This is an optimization exercise on Yosys and OpenROAD, whose aim is small area and a short achievable clock period, not a production implementation. For this run, only the layout was checked, not whether the RTL still works. Power is estimated from default activity; no workload was simulated.

===== flow/design.v =====
module fft_ctrl(
    input clk, reset,
    output reg [3:0] cnt,
    output reg u,
    output reg s1, s2, s3, s4,
    output s1n, s2n, s3n,
    output [2:0] t1n,
    output [1:0] t2n,
    output t3n
);
    reg f2n, f3n;
    wire [2:0] c2n = cnt[2:0] - 3'd1;
    assign s1n = cnt[3];
    assign t1n = cnt[2:0];
    assign s2n = f2n & c2n[2];
    assign t2n = f2n ? c2n[1:0] : 2'd0;
    assign s3n = f3n & ~cnt[1];
    assign t3n = f3n & cnt[0];
    wire s4n = t3n;
    always @(posedge clk) begin
        if (!reset) begin
            cnt <= 4'd0;
            u <= 1'b0;
            f2n <= 1'b0;
            f3n <= 1'b0;
        end else begin
            cnt <= cnt + 4'd1;
            if (cnt == 4'd6) u <= 1'b1;
            if (cnt == 4'd8) f2n <= 1'b1;
            if (cnt == 4'd13) f3n <= 1'b1;
        end
        s1 <= s1n; s2 <= s2n; s3 <= s3n; s4 <= s4n;
    end
endmodule
module Butterfly(
    output [24-1:0] C1, C2,
    input [24-1:0] A, B
);
    wire [12:0] sr = {A[23], A[23:12]} + {B[23], B[23:12]};
    wire [12:0] si = {A[11], A[11:0]} + {B[11], B[11:0]};
    wire [12:0] dr = {A[23], A[23:12]} - {B[23], B[23:12]};
    wire [12:0] di = {A[11], A[11:0]} - {B[11], B[11:0]};
    assign C1 = {sr[12:1], si[12:1]};
    assign C2 = {dr[12:1], di[12:1]};
endmodule
module Twiddle1(output [23:0] out, input [23:0] C, input [2:0] k);
    reg signed [11:0] Tr, Ti;
    always @(*) case (k)
        3'd0: begin Tr = 12'h400; Ti = 12'h000; end
        3'd1: begin Tr = 12'h3B2; Ti = 12'hE78; end
        3'd2: begin Tr = 12'h2D4; Ti = 12'hD2C; end
        3'd3: begin Tr = 12'h188; Ti = 12'hC4E; end
        3'd4: begin Tr = 12'h000; Ti = 12'hC00; end
        3'd5: begin Tr = 12'hE78; Ti = 12'hC4E; end
        3'd6: begin Tr = 12'hD2C; Ti = 12'hD2C; end
        default: begin Tr = 12'hC4E; Ti = 12'hE78; end
    endcase
    wire signed [11:0] Cr = C[23:12], Ci = C[11:0];
    wire signed [24:0] Or = Cr * Tr - Ci * Ti;
    wire signed [24:0] Oi = Cr * Ti + Ci * Tr;
    assign out = {Or[21:10], Oi[21:10]};
endmodule
module Twiddle2(output [23:0] out, input [23:0] C, input [1:0] k);
    reg signed [11:0] Tr, Ti;
    always @(*) case (k)
        2'd0: begin Tr = 12'h400; Ti = 12'h000; end
        2'd1: begin Tr = 12'h2D4; Ti = 12'hD2C; end
        2'd2: begin Tr = 12'h000; Ti = 12'hC00; end
        default: begin Tr = 12'hD2C; Ti = 12'hD2C; end
    endcase
    wire signed [11:0] Cr = C[23:12], Ci = C[11:0];
    wire signed [24:0] Or = Cr * Tr - Ci * Ti;
    wire signed [24:0] Oi = Cr * Ti + Ci * Tr;
    assign out = {Or[21:10], Oi[21:10]};
endmodule
module Twiddle3(output [23:0] out, input [23:0] C, input k);
    wire [11:0] Cr = C[23:12], Ci = C[11:0];
    assign out = k ? {Ci, 12'd0 - Cr} : C;
endmodule
module top_FFT(
    output [24-1:0] out,
    input  [24-1:0] in,
    input clk, reset
);
    wire [3:0] cnt;           
    wire       u;             
    wire       s1, s2, s3, s4;        
    wire       s1n, s2n, s3n;         
    wire [2:0] t1n;
    wire [1:0] t2n;
    wire       t3n;
    fft_ctrl ctrl(.clk(clk), .reset(reset), .cnt(cnt), .u(u),
                  .s1(s1), .s2(s2), .s3(s3), .s4(s4),
                  .s1n(s1n), .s2n(s2n), .s3n(s3n),
                  .t1n(t1n), .t2n(t2n), .t3n(t3n));
    wire m = reset & u;
    reg [23:0] r_in, r12, r23, r34, r_out;
    reg [23:0] a0, a1, a2, a3, a4, a5, a6, a7;
    reg [23:0] b0, b1, b2, b3;
    reg [23:0] c0, c1;
    reg [23:0] d0;
    wire [23:0] sum1, dif1, sum2, dif2, sum3, dif3, sum4, dif4;
    Butterfly bf1(.C1(sum1), .C2(dif1), .A(a7), .B(r_in));
    Butterfly bf2(.C1(sum2), .C2(dif2), .A(b3), .B(r12));
    Butterfly bf3(.C1(sum3), .C2(dif3), .A(c1), .B(r23));
    Butterfly bf4(.C1(sum4), .C2(dif4), .A(d0), .B(r34));
    wire [23:0] tw1, tw2, tw3;
    Twiddle1 mul1(.out(tw1), .C(a6), .k(t1n));
    Twiddle2 mul2(.out(tw2), .C(b2), .k(t2n));
    Twiddle3 mul3(.out(tw3), .C(c0), .k(t3n));
    always @(posedge clk) begin
        r_in <= reset ? in : 24'd0;
        r12 <= reset ? (s1 ? sum1 : a7) : 24'd0;
        a0 <= s1 ? dif1 : r_in;
        a1 <= a0; a2 <= a1; a3 <= a2; a4 <= a3; a5 <= a4; a6 <= a5;
        a7 <= m ? (s1n ? a6 : tw1) : 24'd0;
        r23 <= s2 ? sum2 : b3;
        b0 <= s2 ? dif2 : r12;
        b1 <= b0; b2 <= b1;
        b3 <= m ? (s2n ? b2 : tw2) : 24'd0;
        r34 <= s3 ? sum3 : c1;
        c0 <= s3 ? dif3 : r23;
        c1 <= m ? (s3n ? c0 : tw3) : 24'd0;
        r_out <= s4 ? d0 : sum4;
        d0 <= m ? (s4 ? r34 : dif4) : 24'd0;
    end
    assign out = r_out;
endmodule

===== flow/run.sh =====
#!/bin/bash
# synth_recipe.tcl (not shown) runs the flow's synth.tcl, then flattens the netlist and writes it again
# the make line also repeats each setting of config.mk as NAME=value (left out here)
make -C /OpenROAD-flow-scripts/flow DESIGN_CONFIG=/design/flow/config.mk WORK_HOME=/design/flow/orfs CLKGATE_MAP_FILE= SYNTH_SCRIPT=/design/flow/synth_recipe.tcl finish

===== flow/config.mk =====
export PLATFORM = sky130hd
export DESIGN_NAME = top_FFT
export DESIGN_NICKNAME = top_FFT
export VERILOG_FILES = /design/flow/design.v
export SDC_FILE = /design/flow/constraint.sdc
export NUM_CORES = 4
export LEC_CHECK = 0
export CAP_MARGIN = 20
export CORE_MARGIN = 2
export CORE_UTILIZATION = 40
export SLEW_MARGIN = 20

===== flow/constraint.sdc =====
create_clock -name core_clock -period 10.0 [get_ports {clk}]
set_input_delay 2.0000 -clock core_clock [delete_from_list [all_inputs] [get_ports {clk}]]
set_output_delay 2.0000 -clock core_clock [all_outputs]
set_load 0.01 [all_outputs]

==> impl_results.md <==
* Kind of path behind the tightest hold check: flip-flop to flip-flop
* Time the final worst path needs with I/O delays and setup at 8.76 ns
* Instance area after placement at 0.0552 mm2
* Syn-to-layout area delta at 8.10%
* Most frequent cell on the critical path: fa_1
* P_leak at between 0.02 and 0.03 uW
* Final estimated routing congestion in global placement at between 0.9 and 1
* Worst-Skew Late Latency at slightly above 0.6 ns
* Remaining routing DRC violations at 0
* Number of placed I/O pins at 50
* Worst EP required at ~10 ns
* Quantity of hold-fixing buffers added after cts at 0
* FILL cells at 12.7k
* Initial antenna violation count at 5
* Number of buffers added by the clock tree synthesis step at 52
* Total via count after detailed routing at 36.2k
* WP data arrival at between 9 and 10 ns
* Inserted Diodes at 0
* Setup repair after global routing missed its margin: false
* Initial DRT Pass Iterations at 5
* Total of warnings raised by yosys at 4
* Die boundary width at 368 um
* Final total power at 17900 uW
* Count of endpoints failing setup in the final report at 0
* Final-stage net count at roughly 7.2k
* Synthesized area per cell at 9.25 um2
* Number of distinct library cells after synthesis at 77
* Largest vdd supply drop at 0.802 mV
* Design area at 0.0572 mm2
* Vias per Instance at roughly 4.8
* Max cap viols at 0
* Synth Cell Area at 0.0529 mm2
* Residual overflow from global routing at 0
* Estimated wirelength of the detail-placed design at ~100 mm
* Type of destination of the critical path: flip-flop
* Min setup slack post-route at 1.24 ns
* Port Buffer Count at 49
* Share of cells above drive strength 1 at 0.0309
* Post-detailed-route count of antenna-violating nets at 0
* Standard cell with the maximum stage delay on the critical path: a31oi_1
* Sum Neg Setup Slack at 0 ns
* Core box area at 0.131 mm2
* Row Count at about 130
* Pin count of the biggest net entering global routing at 95
* First-pass GRT wire length at between 200 and 250 mm
* Final WL at 129 mm
* Clk pin slew, worst setup/hold paths at 0.08 ns
* Final-report max-slew violation count at 0
* Core Util, Final at 0.435
* Full die area at between 0.1 and 0.15 mm2
* R2R cell count at 29
* Per-cell routed wire length at 17.3 um
* Total routing resource utilization after global routing at 0.198
* Worst slack at placement at 1.36 ns
* Pwr per Cell Area at 313 mW/mm2
* Final clock skew at 0.0379 ns
* Worst Setup Start Kind: flip-flop
* Most frequently used flop master after synthesis: dfxtp_1
* Post-CTS Setup Inserts at 0
* Min-Delay Path Depth at 0
* Root Buffer Master: clkbuf_16
* Total number of H-tree levels at 2
* Maximum buffer depth of the clock tree at 3
* Worst setup path category: flip-flop to flip-flop
* Drt initial violations at 2141
* Initial Utilization at 0.403
* CP peak stage delay at 0.54 ns
* Number of hold violations in the final report at 0
* Worst slew margin relative to its limit at 0.233
* Maximum frequency from static timing analysis at 114 MHz
* Proportion of synthesized chip area in sequential cells at 0.186
* # clock sinks at 491
* Mapped Nets at between 7k and 8k
* Outcome: finished clean
* Die extent in y at approximately 370 um
* Number of enable-type register cells in the synthesized netlist at 0
* Number of register bits inferred by synthesis at 491
* Via count of the first global-routing pass at 38.4k
* TritonCTS clock tree: done
* Worst-path fanout max at 17
* Period utilisation layout at 0.876
* Share of synthesized registers carrying an async set or reset at 0
* Synthesized netlist cell count at between 5k and 6k
* Slew at the pin closest to its max-slew limit at between 1 and 1.5 ns
* Post-CTS resize count at 0
==> critical path, delay by kind of cell, from the launching register on <==
| family | cells | cell delay (ns) |
|---|---|---|
| fa+ha+maj | 10 | 4.27 |
| compound gates | 8 | 1.99 |
| simple gates | 4 | 1.06 |
| buf+inv | 6 | 0.63 |
| flops | 1 | 0.50 |
| xor+xnor | 1 | 0.16 |
==> where the power goes <==
part / leakage [uW] / internal, uW / switching (uW) / total, uW
clock: 0.000934 / 1290 / 838 / 2130
sequential: 0.00401 / 2030 / 70.4 / 2100
combinational: 0.0230 / 6000 / 7670 / 13700
==> synth_stat cells, drive strengths merged (15+ instances only) <==
cell | instances | share of area
inv | 1275 | 0.090
ha | 655 | 0.15
xnor2 | 211 | 0.035
mux2i | 23 | 0.0044
nor2b | 76 | 0.0090
clkbuf | 181 | 0.013
a31oi | 24 | 0.0028
o31ai | 15 | 0.0021
and2 | 245 | 0.029
nor3 | 49 | 0.0046
a21oi | 239 | 0.023
nor2 | 297 | 0.021
nand2b | 75 | 0.0089
and3 | 19 | 0.0023
nand3b | 17 | 0.0024
dfxtp | 491 | 0.19
xor2 | 39 | 0.0065
fa | 814 | 0.31
a21o | 23 | 0.0033
or3 | 22 | 0.0026
a211oi | 38 | 0.0054
o21ai | 180 | 0.017
o21a | 30 | 0.0043
nand2 | 444 | 0.032
nand3 | 53 | 0.0050
o21bai | 40 | 0.0057
==> metrics by stage <==
stage               hold WS, ns  std cells
global route              0.322       7477
floorplan                 0.310       5719
detailed placement        0.312       7381
global placement          0.310       7381
CTS                       0.316       7477
finish                    0.316       7477
==> kinds of logic (layout without fill, tap and decap cells) <==
group / Yosys count / in the layout / share of synthesized area
adders and majority gates: 1469 / 1469 / 0.463
buffers and inverters: 1466 / 1469 / 0.104
and+or+nand+nor: 1336 / 1336 / 0.122
AOI/OAI and AO/OA: 683 / 683 / 0.0789
DFF: 491 / 491 / 0.186
xor gates and xnor gates: 250 / 250 / 0.0414
muxes: 24 / 24 / 0.00457
==> path summary, 6_finish.rpt <==
check                              start           endpoint  slack [ns]
setup / recovery  ctrl.cnt[0]$_SDFF_PN0_  a7[11]$_SDFF_PN0_        1.24
hold / removal            a5[17]$_DFF_P_     a6[17]$_DFF_P_        0.32
setup reg to reg  ctrl.cnt[0]$_SDFF_PN0_  a7[11]$_SDFF_PN0_        1.24
hold reg to reg           a5[17]$_DFF_P_     a6[17]$_DFF_P_        0.32
==> layer usage <==
layer | GRT usage | vias to the layer above | wire [um]
met5 | 0 | - | 27
met4 | 0.0627 | 4 | 4500
met3 | 0.0279 | 182 | 7150
met2 | 0.314 | 828 | 57900
met1 | 0.277 | 17773 | 59400
li1 | - | 17459 | -
==> placed cells by master, fill, tap and decap left out, drive strengths merged, types with 53 or more instances in the layout <==
| cell | count |
|---|---|
| nor2b | 76 |
| nand2b | 75 |
| dfxtp | 491 |
| nor2 | 297 |
| fa | 814 |
| o21ai | 180 |
| clkbuf | 66 |
| a21oi | 239 |
| nand3 | 53 |
| nand2 | 444 |
| and2 | 245 |
| ha | 655 |
| inv | 1278 |
| xnor2 | 211 |
==> layout make-up <==
cell class / instances / area (um2) / area share
clock buffer: 66 / 1480 / 0.0258
tap: 1755 / 2200 / 0.0384
timing repair buffer: 98 / 853 / 0.0149
inverter: 1275 / 4790 / 0.0837
sequential: 491 / 9840 / 0.172
multi-input combinational: 3762 / 37600 / 0.657
clock inverter: 30 / 443 / 0.00775

[re-timing with driven ports]
In the flow no input, the clock included, has a driving cell. The finished layout below was timed again as built, in two steps. Step 1 assumes that a clkbuf_16 drives the clock port and a buf_2 every other input. Step 2 times the ports against the registers' clock, not the clock port: input delays grow and output delays shrink by t, the midpoint of the rising clock arrivals with the driver on. Slacks: no drivers / after step 1 / after step 2; pairs: no drivers / after step 1.
shift t [ns]: 0.647
slack for setup (ns): 1.235 / 1.235 / 1.235
latest minus earliest clock arrival (ns): 0.038 / 0.038
worst register clock-pin slew, ns: 0.08 / 0.08
After both steps setup and hold are still met in this run. The setup slack of this run moves by 0.000 ns with the drivers and by 0.000 ns with both steps.
